Background: an optimization exercise with open tools, aiming at small area and a short achievable clock period. Do not read the settings as production practice.
Function was checked by simulation only, so behaviour that the tests miss may differ from the original.

==> harbor: inputs <==
Design LIFSIM, start of the top module:
module LIFSIM (
    input  wire        clk,
    input  wire        reset,
    input  wire [15:0] I_app,
    input  wire [15:0] I_fb,
    output wire [15:0] V_mem,
    output wire [15:0] V_out,
    output wire [15:0] U_leak,
    output wire [31:0] dU_dt,
    output wire [31:0] dV_dt
);
clock: 7.0 ns
lec_check: 0
cap_margin: 20
core_margin: 2
core_utilization: 60
setup_slack_margin: 3.55
slew_margin: 20
standard.sh (not shown) runs the stock make flow with config.mk's settings and CLKGATE_MAP_FILE= SYNTH_SCRIPT=/design/flow/synth_recipe.tcl, a recipe that flattens the netlist after the stock synthesis.
==> flow/flow/run.sh <==
#!/bin/bash
# Standard ORFS layout; only synthesis's abc mapping (flow/my_synth.tcl), the port
# buffer cell and the make settings in flow/extra differ. Tool output goes to logs here.
set -euo pipefail
W=$(pwd)
export MY_ABC_SCRIPT=$W/flow/abc_main.script
export MY_CONE_SCRIPT=$W/flow/abc_cone.script
export MY_NO_FA=1
EXTRA=()
if [[ -f $W/flow/extra ]]; then mapfile -t EXTRA < $W/flow/extra; fi
bash standard.sh SYNTH_SCRIPT=$W/flow/my_synth.tcl "${EXTRA[@]}" finish > $W/make_finish.log 2>&1
==> flow/flow/abc_cone.script <==
strash
dch -f
map -D 1200
topo
upsize -D 1200
dnsize -D 1200
==> flow/flow/abc_main.script <==
strash
dch -f
map -D 2000
topo
upsize -D 2000
dnsize -D 2000
==> flow/flow/extra <==
BUFFER_PORTS_ARGS=-buffer_cell sky130_fd_sc_hd__buf_1
SKIP_REPAIR_TIE_FANOUT=1
==> flow/flow/my_synth.tcl <==
proc synth {args} { yosys synth -nofsm -noshare {*}$args }
# Same synthesis as synth_recipe.tcl, with a different abc script and delay target.
proc abc {args} {
  set out {}
  set skip 0
  foreach a $args {
    if { $skip } { set skip 0; continue }
    if { $a eq "-script" || $a eq "-D" } { set skip 1; continue }
    lappend out $a
  }
  if { [info exists ::env(MY_ABC_SCRIPT)] && $::env(MY_ABC_SCRIPT) ne "" } {
    lappend out -script $::env(MY_ABC_SCRIPT)
  } else {
    lappend out -script $::env(SCRIPTS_DIR)/abc_speed.script
  }
  if { [info exists ::env(MY_ABC_D)] && $::env(MY_ABC_D) ne "" } {
    lappend out -D $::env(MY_ABC_D)
  }
  if { [info exists ::env(MY_CONE_SCRIPT)] && $::env(MY_CONE_SCRIPT) ne "" } {
    # map the input cone of the U_leak registers first, with its own (tighter) script
    set cone {}
    foreach a $out { lappend cone $a }
    set i [lsearch $cone -script]
    set cone [lreplace $cone [expr {$i + 1}] [expr {$i + 1}] $::env(MY_CONE_SCRIPT)]
    yosys select -set ucone c:u_r* %ci*:-sky130_fd_sc_hd__dfxtp_1\[Q\]
    yosys select -list @ucone
    yosys abc {*}$cone @ucone
  }
  yosys abc {*}$out
}
if { [info exists ::env(MY_NO_FA)] && $::env(MY_NO_FA) eq "1" } {
  proc extract_fa {args} { puts "extract_fa skipped" }
}
source $::env(SCRIPTS_DIR)/synth.tcl
# left out here: clear keep_hierarchy, flatten, clean up, hide names made inside functions, write 1_2_yosys.v
==> cedar (differences from harbor) <==
==> flow/flow/abc_main.script (replaced) <==
strash
dch -f
map -D 2400
topo
upsize -D 2400
dnsize -D 2400
SETUP_SLACK_MARGIN = 3.7   (was 3.55)
==> qor summary <==
Number of DRC violations after detailed-routing iteration 0: harbor 533; cedar 452
Filler cells: harbor 1014; cedar 906
Run status: harbor no timing/DRC/antenna violations; cedar no timing/DRC/antenna violations
Proportion of synthesized chip area in sequential cells: harbor 0.2065; cedar 0.2105
Post-CTS Repair Setup Buffers: harbor 0; cedar 1
Overall die height: harbor 107.3 um; cedar 106.3 um
Critical path buffer and inverter count: harbor 2; cedar 4
Launch point of the worst path: harbor v_r[6]; cedar v_r[5]
All-Layer GR Usage: harbor 0.2746; cedar 0.2738
P&R area growth vs syn: harbor 7.118%; cedar 18.24%
Global routing usage on met3: harbor 0.04177; cedar 0.04108
Mapped cell area: harbor 6399 um2; cedar 6277 um2
Post-route worst hold slack: harbor 418.6 ps; cedar 421.5 ps

afterwards: timing with drivers on the ports:
How much do the figures lean on ideal ports? The routed layouts below were timed once more, with nothing changed but the port constraints. Step 1: set_driving_cell puts a clkbuf_16 on clk and a buf_2 on each other input, an assumption about the parent block. Step 2 adds t to the input delays and takes it off the output delays; t is the mean of the earliest and latest rising clock arrival at the registers after step 1. Input paths then give back, and output paths get back, about the clock's delay inside the block. a / b / c = ideal ports / drivers / drivers and shift; a / b = the first two.
| run | t, ns | slack for setup (ns) | latest minus earliest clock arrival (ns) | slew at the worst register clock pin (ns) | cell pins on the clock port's net |
|---|---|---|---|---|---|
| harbor | 0.376 | 3.792 / 3.792 / 3.723 | 0.013 / 0.013 | 0.07 / 0.07 | 1 |
| cedar | 0.388 | 3.673 / 3.673 / 3.673 | 0.028 / 0.028 | 0.10 / 0.10 | 1 |
After both steps every run listed still meets setup and hold. The setup slack of harbor, which loses most, moves by 0.000 ns with the drivers and by -0.069 ns with both steps.
